Context: an optimization exercise on an open-source flow, tuned for small area and a short achievable clock period. The choices shown serve that exercise and are no tape-out recipe. In this exercise RTL edits were held to simulation tests only and were not proved equivalent to the original. No activity file was given, so power comes from the tool's default toggle rates.

Design tinyalu, start of the top module:
module tinyalu (
	input  [7:0]  A,
	input  [7:0]  B,
	input  [2:0]  op,
	input         clk,
	input         reset_n,
	input         start,
	output        done,
	output [15:0] result
);
export LEC_CHECK = 0
export CAP_MARGIN = 20
export CORE_MARGIN = 2
export CORE_UTILIZATION = 40
export CTS_BUF_LIST = sky130_fd_sc_hd__clkbuf_8
export SETUP_SLACK_MARGIN = 1.7
export SLEW_MARGIN = 20
export SYNTH_HIERARCHICAL = 1
create_clock -name core_clock -period 4.2 [get_ports {clk}]
standard.sh (not shown) runs the stock make flow with config.mk's settings and CLKGATE_MAP_FILE= SYNTH_SCRIPT=/design/flow/synth_recipe.tcl, a recipe that flattens the netlist after the stock synthesis.
==> flow/flow/run.sh <==
#!/bin/bash
# Layout flow: the standard flow (standard.sh, ORFS) with these changes only:
#  - the ports are buffered with sky130_fd_sc_hd__buf_1 (BUFFER_PORTS_ARGS);
#  - synthesis does not extract full/half adders into fa/ha cells (ADDER_MAP_FILE
#    empty), so ABC maps the adders;
#  - ABC maps module alu_add with ORFS's speed script and the rest of the design
#    with flow/abc_area_d.script (delay-oriented mapping with area recovery).
# Synthesis is otherwise the standard flow's own script (synth_recipe.tcl: synth -nofsm -noshare,
# flatten, rename), so the registers are the standard synthesis's.
set -euo pipefail
W=$PWD
F=$W/flow
python3 $F/patch_synth.py "$FLOW_HOME/scripts/synth.tcl" $W/synth_my.tcl > patch.log 2>&1
sed "s#^source \$::env(SCRIPTS_DIR)/synth.tcl#source $W/synth_my.tcl#" synth_recipe.tcl > synth_recipe_my.tcl
grep -q "^source $W/synth_my.tcl" synth_recipe_my.tcl
sed "s#SYNTH_SCRIPT=[^ ]*synth_recipe.tcl#SYNTH_SCRIPT=$W/synth_recipe_my.tcl#" standard.sh > standard_my.sh
grep -q "SYNTH_SCRIPT=$W/synth_recipe_my.tcl" standard_my.sh
export BUFFER_PORTS_ARGS="-buffer_cell sky130_fd_sc_hd__buf_1"
export ADDER_MAP_FILE=
export MY_ABC_SCRIPT=$F/abc_area_d.script
export MY_ABC_SPEED_MODULES=alu_add
# clock tree: CTS with clkbuf_8 and without dummy loads
export CTS_ARGS="-sink_clustering_enable -repair_clock_nets -buf_list sky130_fd_sc_hd__clkbuf_8 -dont_use_dummy_load"
bash standard_my.sh > standard.log 2>&1
==> flow/flow/abc_area_d.script <==
strash
&get -n
&fraig -x
&put
scorr
dc2
dretime
strash
&get -n
&dch -f
&nf {D}
&put
buffer -c
topo
stime -c
upsize -c {D}
dnsize -c {D}
==> flow/flow/patch_synth.py <==
#!/usr/bin/env python3
"""Write a copy of ORFS's synth.tcl (argv[1]) to argv[2] in which the ABC mapping
step maps the modules in MY_ABC_SPEED_MODULES with ORFS's own script and the rest
with the script MY_ABC_SCRIPT. Nothing else in synthesis changes."""
import sys
src = open(sys.argv[1]).read()
old = "  log_cmd abc {*}$abc_args\n"
new = """  if { [info exists ::env(MY_ABC_SPEED_MODULES)] } {
    foreach m $::env(MY_ABC_SPEED_MODULES) { log_cmd abc {*}$abc_args $m }
  }
  log_cmd abc {*}[lreplace $abc_args 1 1 $::env(MY_ABC_SCRIPT)]
"""
assert src.count(old) == 1, "abc call not found in synth.tcl"
open(sys.argv[2], "w").write(src.replace(old, new))
The baseline passed the timing, DRC and antenna checks.
Rerun with:
--- a/flow/config.mk
+++ b/flow/config.mk
@@ -10,5 +10,5 @@
 export CORE_UTILIZATION = 40
 export CTS_BUF_LIST = sky130_fd_sc_hd__clkbuf_8
-export SETUP_SLACK_MARGIN = 1.7
+export SETUP_SLACK_MARGIN = 1.65
 export SLEW_MARGIN = 20
 export SYNTH_HIERARCHICAL = 1
Non-clock buffer count decreases by 7.
Clock-buffer cell count is unchanged.
Via count is lower by 0.64%.
Rerun with:
--- a/flow/flow/run.sh
+++ b/flow/flow/run.sh
@@ -20,5 +20,4 @@
 export MY_ABC_SCRIPT=$F/abc_area_d.script
 export MY_ABC_SPEED_MODULES=alu_add
-# clock tree: CTS with clkbuf_8 and without dummy loads
-export CTS_ARGS="-sink_clustering_enable -repair_clock_nets -buf_list sky130_fd_sc_hd__clkbuf_8 -dont_use_dummy_load"
+export RECOVER_POWER=100
 bash standard_my.sh > standard.log 2>&1
--- a/flow/config.mk
+++ b/flow/config.mk
@@ -10,5 +10,5 @@
 export CORE_UTILIZATION = 40
 export CTS_BUF_LIST = sky130_fd_sc_hd__clkbuf_8
-export SETUP_SLACK_MARGIN = 1.65
+export SETUP_SLACK_MARGIN = 1.7
 export SLEW_MARGIN = 20
 export SYNTH_HIERARCHICAL = 1
Outcome:
- The changed run ran to the end with violations: capacitance limit, slew limit
- sequential power is about the same
- clock skew is lower by 14 ps
- design area is about the same
- sequential share of layout area barely changes
- first-iteration DRC count is higher by 5.4%
- wire length is higher by 1.8%
- area after synthesis stays the same
- hold slack barely changes
- core utilization stays flat
Rerun with:
==> flow/flow/run.sh (replaced) <==
#!/bin/bash
# Standard layout, except: ports buffered with buf_1, and full adders left to ABC
# (no extract_fa into sky130 fa/ha cells).
export BUFFER_PORTS_ARGS="-buffer_cell sky130_fd_sc_hd__buf_1"
export ADDER_MAP_FILE=
bash standard.sh > standard.log 2>&1
--- a/flow/config.mk
+++ b/flow/config.mk
@@ -6,4 +6,5 @@
 export NUM_CORES = 4
 export LEC_CHECK = 0
+export ABC_AREA = 1
 export CAP_MARGIN = 20
 export CORE_MARGIN = 2
removed: flow/flow/abc_area_d.script
removed: flow/flow/patch_synth.py
=> With this change the flow ran to the end with no violations; sequential power barely changes; count of clock-buffer cells in the layout rose by 2; power fell by a few percent; die area rose by roughly a tenth; synthesized area rose by roughly a tenth.
Rerun with:
==> flow/flow/run.sh (replaced) <==
#!/bin/bash
# Layout flow: the standard flow (standard.sh, ORFS) with these changes only:
#  - the ports are buffered with sky130_fd_sc_hd__buf_1 (BUFFER_PORTS_ARGS);
#  - synthesis does not extract full/half adders into fa/ha cells (ADDER_MAP_FILE
#    empty), so ABC maps the adders;
#  - ABC maps module alu_add with ORFS's speed script and the rest of the design
#    with flow/abc_area_d.script (delay-oriented mapping with area recovery).
# Synthesis is otherwise the standard flow's own script (synth_recipe.tcl: synth -nofsm -noshare,
# flatten, rename), so the registers are the standard synthesis's.
set -euo pipefail
W=$PWD
F=$W/flow
python3 $F/patch_synth.py "$FLOW_HOME/scripts/synth.tcl" $W/synth_my.tcl > patch.log 2>&1
sed "s#^source \$::env(SCRIPTS_DIR)/synth.tcl#source $W/synth_my.tcl#" synth_recipe.tcl > synth_recipe_my.tcl
grep -q "^source $W/synth_my.tcl" synth_recipe_my.tcl
sed "s#SYNTH_SCRIPT=[^ ]*synth_recipe.tcl#SYNTH_SCRIPT=$W/synth_recipe_my.tcl#" standard.sh > standard_my.sh
grep -q "SYNTH_SCRIPT=$W/synth_recipe_my.tcl" standard_my.sh
export BUFFER_PORTS_ARGS="-buffer_cell sky130_fd_sc_hd__buf_1"
export ADDER_MAP_FILE=
export MY_ABC_SCRIPT=$F/abc_area_d.script
export MY_ABC_SPEED_MODULES=alu_add
# clock tree: CTS with clkbuf_8 and without dummy loads
export CTS_ARGS="-sink_clustering_enable -repair_clock_nets -buf_list sky130_fd_sc_hd__clkbuf_8 -dont_use_dummy_load"
bash standard_my.sh > standard.log 2>&1
==> flow/flow/abc_area_d.script (new file) <==
strash
&get -n
&fraig -x
&put
scorr
dc2
dretime
strash
&get -n
&dch -f
&nf {D}
&put
buffer -c
topo
stime -c
upsize -c {D}
dnsize -c {D}
==> flow/flow/patch_synth.py (new file) <==
#!/usr/bin/env python3
"""Write a copy of ORFS's synth.tcl (argv[1]) to argv[2] in which the ABC mapping
step maps the modules in MY_ABC_SPEED_MODULES with ORFS's own script and the rest
with the script MY_ABC_SCRIPT. Nothing else in synthesis changes."""
import sys
src = open(sys.argv[1]).read()
old = "  log_cmd abc {*}$abc_args\n"
new = """  if { [info exists ::env(MY_ABC_SPEED_MODULES)] } {
    foreach m $::env(MY_ABC_SPEED_MODULES) { log_cmd abc {*}$abc_args $m }
  }
  log_cmd abc {*}[lreplace $abc_args 1 1 $::env(MY_ABC_SCRIPT)]
"""
assert src.count(old) == 1, "abc call not found in synth.tcl"
open(sys.argv[2], "w").write(src.replace(old, new))
--- a/flow/config.mk
+++ b/flow/config.mk
@@ -6,10 +6,10 @@
 export NUM_CORES = 4
 export LEC_CHECK = 0
-export ABC_AREA = 1
 export CAP_MARGIN = 20
 export CORE_MARGIN = 2
-export CORE_UTILIZATION = 40
+export CORE_UTILIZATION = 55
 export CTS_BUF_LIST = sky130_fd_sc_hd__clkbuf_8
-export SETUP_SLACK_MARGIN = 1.7
+export PLACE_DENSITY = 0.7
+export SETUP_SLACK_MARGIN = 1.6
 export SLEW_MARGIN = 20
 export SYNTH_HIERARCHICAL = 1
After rerunning:
- The changed run passed the timing, DRC and antenna checks
- total power falls by a few percent
- sequential share of layout area rises by 4.7 points
- setup slack improves by 16 ps
- cell area falls by roughly a tenth
- clock-buffer cell count falls by 2
- critical path depth falls by 2
- clock power falls by a quarter to a third
Rerun with:
==> flow/flow/run.sh (replaced) <==
#!/bin/bash
# Standard layout, except: ports buffered with buf_1, and full adders left to ABC
# (no extract_fa into sky130 fa/ha cells).
export BUFFER_PORTS_ARGS="-buffer_cell sky130_fd_sc_hd__buf_1"
export ADDER_MAP_FILE=
bash standard.sh > standard.log 2>&1
--- a/flow/config.mk
+++ b/flow/config.mk
@@ -8,8 +8,7 @@
 export CAP_MARGIN = 20
 export CORE_MARGIN = 2
-export CORE_UTILIZATION = 55
+export CORE_UTILIZATION = 40
 export CTS_BUF_LIST = sky130_fd_sc_hd__clkbuf_8
-export PLACE_DENSITY = 0.7
-export SETUP_SLACK_MARGIN = 1.6
+export SETUP_SLACK_MARGIN = 1.7
 export SLEW_MARGIN = 20
 export SYNTH_HIERARCHICAL = 1
removed: flow/flow/abc_area_d.script
removed: flow/flow/patch_synth.py
The changed run went through all stages and came out clean.
Count of clock-buffer cells in the layout goes up by 2.
Critical path depth goes up by 1.
First-iteration DRC count goes up by about 90%.

==> re-timing with driven ports <==
No port has a modelled driver above. Below, the same layouts with a new extraction and two added sets of constraints. Step 1 sets driving cells, clkbuf_16 on the clock port and buf_2 on the other inputs (assumed; they add their load-dependent delay and slew). Step 2 times the ports against the registers' clock, not the clock port: input delays grow and output delays shrink by t, the midpoint of the rising clock arrivals with the driver on. Three values: ideal ports, drivers, drivers and shift; two values: the first two.
| run | t (ns) | slack for setup (ns) | worst hold slack (ns) |
|---|---|---|---|
| the first run | 0.383 | 1.720 / 1.680 / 1.474 | 0.422 / 0.422 / 0.422 |
| the second run | 0.382 | 1.686 / 1.664 / 1.449 | 0.421 / 0.421 / 0.421 |
| the third run | 0.388 | 1.141 / 1.149 / 0.761 | 0.424 / 0.424 / 0.424 |
| the fourth run | 0.377 | 1.681 / 1.636 / 1.636 | 0.421 / 0.421 / 0.421 |
| the fifth run | 0.380 | 1.697 / 1.678 / 1.552 | 0.418 / 0.418 / 0.418 |
| the sixth run | 0.377 | 1.664 / 1.626 / 1.405 | 0.422 / 0.422 / 0.422 |
For the third run, which loses most, drivers alone change the setup slack by +0.008 ns; drivers and shift together by -0.380 ns.
